What follows belongs to an exercise in optimizing a design on an open flow for small area and a short achievable clock period; a production flow would make more cautious choices. Where RTL was checked, it was by simulation tests only, not by an equivalence proof against the original. Function not checked in run 2: the RTL went through the layout flow alone. No activity file was given, so power comes from the tool's default toggle rates.

==> flow/design.v, too long to show whole: its modules and the start of the top module <==
// module user_logic: 1587 lines
// module mul_fa: 4 lines
// module mul_ha: 4 lines
// module mul_o22ai: 3 lines
// module mul_ao22: 3 lines
// module mul_x2: 3 lines
// module mul_o21ai: 3 lines
// module mul_nand2: 3 lines
// module mul_a31oi: 3 lines
// module mul_maj3: 3 lines
// module mul_omux: 3 lines
module user_logic
(
  Bus2IP_Clk,                      
  Bus2IP_Reset,                    
  Bus2IP_Data,                     
  Bus2IP_BE,                       
  Bus2IP_RdCE,                     
  Bus2IP_WrCE,                     
  IP2Bus_Data,                     
  IP2Bus_RdAck,                    
  IP2Bus_WrAck,                    
  IP2Bus_Error                     
);
  // ...
==> flow/flow/run.sh <==
#!/bin/bash
set -euo pipefail
bash standard.sh "BUFFER_PORTS_ARGS=-buffer_cell sky130_fd_sc_hd__buf_2" \
  "CTS_ARGS=-sink_clustering_enable -repair_clock_nets -dont_use_dummy_load -sink_clustering_size 10 -buf_list sky130_fd_sc_hd__clkbuf_8 -root_buf sky130_fd_sc_hd__clkbuf_16" \
  finish > make.log 2>&1
==> flow/standard.sh <==
#!/bin/bash
# synth_recipe.tcl (not shown) runs the flow's synth.tcl, then flattens the netlist and writes it again
# the make line also repeats each setting of config.mk as NAME=value (left out here)
make -C /OpenROAD-flow-scripts/flow DESIGN_CONFIG=/design/flow/config.mk WORK_HOME=/design/flow/orfs CLKGATE_MAP_FILE= SYNTH_SCRIPT=/design/flow/synth_recipe.tcl "${@:-finish}"
==> flow/config.mk <==
export PLATFORM = sky130hd
export DESIGN_NAME = user_logic
export DESIGN_NICKNAME = user_logic
export VERILOG_FILES = /design/flow/design.v
export SDC_FILE = /design/flow/constraint.sdc
export NUM_CORES = 4
export LEC_CHECK = 0
export ABC_AREA = 0
export CAP_MARGIN = 20
export CORE_MARGIN = 2
export CORE_UTILIZATION = 40
export SETUP_SLACK_MARGIN = 4.0
export SLEW_MARGIN = 20
export SYNTH_HIERARCHICAL = 1
export SYNTH_MINIMUM_KEEP_SIZE = 0
==> flow/constraint.sdc <==
create_clock -name core_clock -period 8.0 [get_ports {Bus2IP_Clk}]
set_input_delay 1.6000 -clock core_clock [delete_from_list [all_inputs] [get_ports {Bus2IP_Clk}]]
set_output_delay 1.6000 -clock core_clock [all_outputs]
set_load 0.01 [all_outputs]
==> impl_metrics.tcl, run 1 <==
set metrics [dict create \
    dp_hpwl_um 36000 \
    diodes 0 \
    grt_pass1_wl_um 85500 \
    synth_edf_count 0 \
    final_common_cell "xor2_1" \
    r2r_slack_ns 4.02 \
    postRouteAntennaNets 0 \
    path_clk_slew_ns 0.10 \
    fill_cells 3595 \
    maxCapViolations 0 \
    netSwitchingPower_mw 0.733 \
    status "complete, no violations" \
    wl_met3_um 6570 \
    whs_ns 0.450 \
    ys_warn_count 7 \
    finalNetCount 2002 \
    peakVddDrop_mv 0.129 \
    clock_latency_ns 0.43 \
    nFlopsAndLatches 170 \
    ios 79 \
    grt_use_total_pct 29.4 \
    skew_ns 0.0475 \
    top_regs "slv_reg0: 32 flops, slv_reg1: 32 flops, slv_reg2: 32 flops" \
    nMultiInputCombCells 1342 \
    synth.area.top_cells "fa_1 (28%), dfxtp_1 (22%), xor2_1 (18%)" \
    gr-usage-met1_pct 39.1 \
    layout_common_cells "xor2_1 (308), o22ai_1 (257), fa_1 (214)" \
    crit_start "Bus2IP_RdCE[1]" \
    crit_buf_inv 2 \
    synth_nets 1866 \
    tightest_slew_ns 1.17 \
    cts.sinks 170 \
    largest_cell_class "multi-input gates" \
    n_all_inverters 56 \
    post_drt_via_cell_ratio 6.14 \
    place_inst 2176 \
    cts_root_buf "clkbuf_16" \
    dieWidth_um 200 \
    crit_chain "buf_16, o21ai_4, nand2_4, a31oi_1, buf_2" \
    syn2layout_area_growth_pct 15.5 \
    min_period_ns 3.99 \
]
==> run 2: changes to the inputs <==
--- a/flow/design.v
+++ b/flow/design.v
@@ -1563,28 +1563,22 @@
       slv_reg2 <= 0;
     else
       slv_reg2 <= {prod[31], prod[30], prod[29], prod[28], prod[27], prod[26], prod[25], prod[24], prod[23], prod[22], prod[21], prod[20], prod[19], prod[18], prod[17], prod[16], prod[15], prod[14], prod[13], prod[12], prod[11], prod[10], prod[9], prod[8], prod[7], prod[6], prod[5], prod[4], prod[3], prod[2], prod[1], prod[0]};
   end
   genvar gi;
   generate for (gi = 0; gi < 32; gi = gi + 1) begin : g_rd
     wire many;
     if (gi % 8 == 0) begin : g_dec
-      wire n01, n2x;
-      mul_nand2 u_n01 (.a(Bus2IP_RdCE[0]), .b(Bus2IP_RdCE[1]), .y(n01));
-      mul_o21ai u_n2x (.a(Bus2IP_RdCE[0]), .b(Bus2IP_RdCE[1]), .c(Bus2IP_RdCE[2]), .y(n2x));
-      mul_nand2 u_many (.a(n01), .b(n2x), .y(many));
+      mul_maj3 u_many (.a(Bus2IP_RdCE[0]), .b(Bus2IP_RdCE[1]), .c(Bus2IP_RdCE[2]), .y(many));
     end else begin : g_use
       assign many = g_rd[gi - gi % 8].many;
     end
-    wire n0, n1, n2;
-    mul_nand2 u_n0 (.a(Bus2IP_RdCE[0]), .b(slv_reg0[gi]), .y(n0));
-    mul_nand2 u_n1 (.a(Bus2IP_RdCE[1]), .b(slv_reg1[gi]), .y(n1));
-    mul_nand2 u_n2 (.a(Bus2IP_RdCE[2]), .b(slv_reg2[gi]), .y(n2));
-    mul_a31oi u_y (.a(n0), .b(n1), .c(n2), .d(many), .y(IP2Bus_Data[gi]));
+    mul_omux u_omux (.many(many), .s0(Bus2IP_RdCE[0]), .s1(Bus2IP_RdCE[1]), .s2(Bus2IP_RdCE[2]),
+                     .d0(slv_reg0[gi]), .d1(slv_reg1[gi]), .d2(slv_reg2[gi]), .y(IP2Bus_Data[gi]));
   end endgenerate
   assign IP2Bus_WrAck = Bus2IP_WrCE[0] | Bus2IP_WrCE[1] | Bus2IP_WrCE[2];
   assign IP2Bus_RdAck = Bus2IP_RdCE[0] | Bus2IP_RdCE[1] | Bus2IP_RdCE[2];
   assign IP2Bus_Error = 1'b0;
 endmodule
 module mul_fa (input a, input b, input c, output s, output co);
   assign s  = a ^ b ^ c;
   assign co = (a & b) | (a & c) | (b & c);
@@ -1597,23 +1591,14 @@
   assign y = ~((a | b) & (c | d));
 endmodule
 module mul_ao22 (input a, input b, input c, input d, output y);
   assign y = (a & b) | (c & d);
 endmodule
 module mul_x2 (input a, input b, output y);
   assign y = a ^ b;
 endmodule
-module mul_o21ai (input a, input b, input c, output y);
-  assign y = ~((a | b) & c);
-endmodule
-module mul_nand2 (input a, input b, output y);
-  assign y = ~(a & b);
-endmodule
-module mul_a31oi (input a, input b, input c, input d, output y);
-  assign y = ~((a & b & c) | d);
-endmodule
 module mul_maj3 (input a, input b, input c, output y);
   assign y = (a & b) | (a & c) | (b & c);
 endmodule
 module mul_omux (input many, input s0, input s1, input s2, input d0, input d1, input d2, output y);
   assign y = ~many & ((s0 & d0) | (s1 & d1) | (s2 & d2));
 endmodule
==> flow/run.sh (new file) <==
#!/bin/bash
# synth_recipe.tcl (not shown) runs the flow's synth.tcl, then flattens the netlist and writes it again
# the make line also repeats each setting of config.mk as NAME=value (left out here)
make -C /OpenROAD-flow-scripts/flow DESIGN_CONFIG=/design/flow/config.mk WORK_HOME=/design/flow/orfs CLKGATE_MAP_FILE= SYNTH_SCRIPT=/design/flow/synth_recipe.tcl finish
removed: flow/flow/run.sh
removed: flow/standard.sh
==> run 2 against run 1 <==
Still clean on timing, DRC and antenna. Wire length rose by 0.48%. Final cell count up 0.36%. Global-route usage is 0.39 points higher. Die area is 1.5% lower. Synthesized area shrank 1.5%. Final area rose by 3.6%. Critical endpoint is now IP2Bus_Data[14]. Sequential power fell by 0.8%. Largest cell class unchanged. Register-to-register slack is essentially flat. Maximum frequency down 7.4%. Power increased by 15%. Setup slack got worse by 0.32 ns. Worst hold slack worse by 0.024 ns. Largest power group unchanged. Critical path type unchanged.
==> impl_metrics.tcl, run 2 <==
set metrics [dict create \
    min_period_ns 4.31 \
    r2r_slack_ns 4.03 \
    gr-total-overflow 0 \
    crit_end "IP2Bus_Data[14]" \
    clkPwrFrac_pct 34.2 \
    top_regs "slv_reg0: 32 flops, slv_reg1: 32 flops, slv_reg2: 32 flops" \
    seqPwrFrac_pct 40.3 \
    maxSlewViolCount 0 \
    maxSlewHeadroom_pct 24.9 \
    drt_iter0_markers 2103 \
    grt_pass1_wl_um 86300 \
    tns_ns 0 \
    clock_path_buffers 2 \
    ys_ff_latch 170 \
    cts_root_buf "clkbuf_16" \
    combPwrFrac_pct 25.5 \
    yosysMostFrequentCell "xor2_1" \
    maxCapViolations 0 \
    fmax_mhz 232 \
    num_vias 13900 \
    crit_required_ns 6.40 \
    place_inst 2139 \
    r2r_cells 8 \
    worst-path-max-fanout 5 \
    synthTopCellsByCount "xor2_1 (308), o22ai_1 (258), fa_1 (214)" \
    grt_setup_unrepaired "true" \
    cp-end-kind "primary output" \
    cts_hold_buf 0 \
    ios 79 \
    dieWidth_um 198 \
    die_height_um 198 \
    grt_pass1_vias 14200 \
    ys_warn_count 7 \
    final_common_cell "xor2_1" \
    hold_viol 0 \
    cts_buffers 17 \
    rows 71 \
    timing.rr.end "p11_0$_DFF_P_" \
    clock_latency_ns 0.47 \
    crit_start "Bus2IP_RdCE[0]" \
    layout_common_cells "xor2_1 (304), o22ai_1 (258), fa_1 (214)" \
    swShare_pct 33.4 \
    crit_arrival_ns 2.71 \
    synth_flop_cell "dfxtp_1" \
    synthCells 1555 \
    gp_congestion 0.885 \
    cts_tree "yes" \
    post_drt_via_cell_ratio 6.19 \
    path_clk_slew_ns 0.07 \
    ys_types 46 \
    synth_area_leader_cell "fa_1" \
    synth_edf_count 0 \
    peakVddDrop_mv 0.159 \
    grt_use_total_pct 29.8 \
    status "complete, no violations" \
    syn_area_mm2 0.0151 \
    async_flop_share_pct 0 \
    postRouteAntennaNets 0 \
    synth_area_per_cell_um2 9.73 \
    grt_start_max_net_pins 68 \
    tightest_slew_ns 1.13 \
    wire_per_inst_um 26.0 \
    synth_nets 1830 \
    power_mw 2.36 \
    routed_wl_um 58500 \
    reg2reg_from "slv_reg1[28]$_SDFFE_PP0P_" \
    antenna_found_initial 2 \
    firstDrtPassIters 9 \
    critPathKind "primary input to primary output" \
    p_leak_nw 9.01 \
    fp.coreArea_mm2 0.0375 \
    setup_viol 0 \
    ys_seq_area_share_pct 22.5 \
    initial_core_util_pct 40.3 \
    fin_crit_sh_pct 53.9 \
    instances_no_fill 2244 \
    yosysTopAreaCellShare_pct 28.3 \
    intPower_mw 1.57 \
    htreeDepth 4 \
    fill_cells 3605 \
    netSwitchingPower_mw 0.791 \
    skew_ns 0.0175 \
    power_density_mw_per_mm2 129 \
    dieArea_mm2 0.0394 \
    min_path_type "flop to flop" \
    io_buffer_count 77 \
    cts.sinks 170 \
    dp_hpwl_um 35400 \
    startpoint_type "primary input" \
    syn2layout_area_growth_pct 21.5 \
    drcViolationCount 0 \
    drive_above_1_share_pct 13.0 \
    synth.area.top_cells "fa_1 (28%), dfxtp_1 (23%), xor2_1 (18%)" \
    finalNetCount 1994 \
]
-- run 2: cell types whose count changed after synthesis, moves of 4 or more --
cell	previous run	this run
and2_1	11	17
maj3_2	0	4
mux2i_1	34	0
nor3_1	2	9
a21oi_1	55	89
o21ai_1	5	0
o21a_1	0	4
a31oi_1	38	7
nand4_1	3	7
clkbuf_1	22	26
and3_1	10	5
nand2_1	197	161
a222oi_1	0	32
-- run 2: area by class of cell --
| type | instances | area [µm²] | share of cell area (%) |
|---|---|---|---|
| multi-input cells | 1301 | 11600 | 63.3 |
| flip-flops and latches | 170 | 3430 | 18.6 |
| repair buffers | 171 | 1880 | 10.2 |
| well taps | 511 | 639 | 3.48 |
| clock buffers | 18 | 429 | 2.34 |
| inverters | 54 | 225 | 1.23 |
| clock inverters | 14 | 119 | 0.647 |
| repair inverters | 4 | 30.0 | 0.163 |
| diodes | 1 | 2.50 | 0.0136 |
-- run 2: worst min-delay path by stage --
stage | startpoint | end | slack, ns | cells past startpoint
after floorplan | p6_0$_DFF_P_ | slv_reg2[25]$_SDFF_PP0_ | 0.41 | 1
after global placement | p5_0$_DFF_P_ | slv_reg2[26]$_SDFF_PP0_ | 0.41 | 1
after detailed placement | p5_0$_DFF_P_ | slv_reg2[26]$_SDFF_PP0_ | 0.41 | 1
after global routing | p5_0$_DFF_P_ | slv_reg2[26]$_SDFF_PP0_ | 0.44 | 1
after CTS | p5_0$_DFF_P_ | slv_reg2[26]$_SDFF_PP0_ | 0.43 | 1
final | p5_0$_DFF_P_ | slv_reg2[26]$_SDFF_PP0_ | 0.43 | 1
-- run 2: cells by family (layout without fill, tap and decap cells) --
logic type / count (synthesis) / after routing / synth area share [%]
AO/OA/AOI/OAI: 409 / 412 / 17.3
AND/OR/NAND/NOR: 334 / 334 / 9.43
XOR/XNOR: 319 / 319 / 18.5
adder cells (fa/ha/maj): 235 / 235 / 30.0
flip-flops: 170 / 170 / 22.5
buffers and inverters: 87 / 261 / 2.23
other: 1 / 2 / 0.0248
-- run 2: power by group through the flow --
stage | combinational, mW | sequential, mW | clock [mW]
global route | 0.647 | 0.958 | 0.854
floorplan | 0.322 | 0.960 | 0
finish | 0.604 | 0.952 | 0.808
detailed placement | 0.515 | 0.974 | 0
CTS | 0.570 | 0.954 | 0.816
global placement | 0.513 | 0.975 | 0
-- run 2: Yosys stat by module (local to each module, per instance), excerpt --
module,cells inside,flops+latches,times used
mul_fa,1,0,213
mul_maj3,1,0,4
mul_o22ai,1,0,256
mul_omux,2,0,32
mul_x2,1,0,286
user_logic,729,170,1
-- run 2: through the flow --
stage	cell area (µm²)	setup slack (ns)	hold slack [ns]	utilization (%)
final	18400	3.69	0.426	49.0
after CTS	18000	3.71	0.428	47.9
after detailed placement	16700	2.38	0.411	44.5
after global placement	16700	2.39	0.407	44.5
after floorplan	15200	4.03	0.406	-
after global routing	18400	3.66	0.443	49.0
-- run 2: timing repair --
| action | 4_1_cts | 5_1_grt |
|---|---|---|
| gates resized for setup | 221 | 33 |
| hold endpoints to repair | 0 | 0 |
| endpoints found under the setup margin | 75 | 65 |
| cloned | 15 | 3 |
| setup buffers | 35 | 19 |
| pin swaps | 35 | 31 |
-- run 2: metal layers --
metal  GRT usage [%]  part of all wire, %
met4            14.8                  5.7
met5               0                0.022
met1            38.2                   37
met2            45.0                   44
met3            9.97                   13
-- run 2: critical path: stages --
cell	delay, ns
buf_12	0.12
buf_12	0.14
buf_16	0.13
a222oi_1	0.52
nor2_4	0.06
buf_6	0.13

-- separate check: timing with driven ports --
How much do the figures lean on ideal ports? The routed layouts below were timed once more, with nothing changed but the port constraints.
Step 1, drivers: a clkbuf_16 drives Bus2IP_Clk and a buf_2 each remaining input, both assumed.
Step 2, shift: input delay + t, output delay - t, t = (earliest + latest rising clock arrival at the registers) / 2. This alone moves slack from input paths to output paths.
a / b / c = ideal / step 1 / step 2; a / b = the first two.
run | shift t [ns] | setup WS [ns] | worst hold slack (ns) | worst setup path after step 2 | cell pins on the clock port's net
run 1 | 0.457 | 4.008 / 3.871 / 3.871 | 0.450 / 0.450 / 0.450 | input to output | 1
run 2 | 0.510 | 3.691 / 3.643 / 3.643 | 0.426 / 0.426 / 0.426 | input to output | 1
After both steps setup and hold are still met in every run listed. For run 1, which loses most, drivers alone change the setup slack by -0.137 ns; drivers and shift together by -0.137 ns.
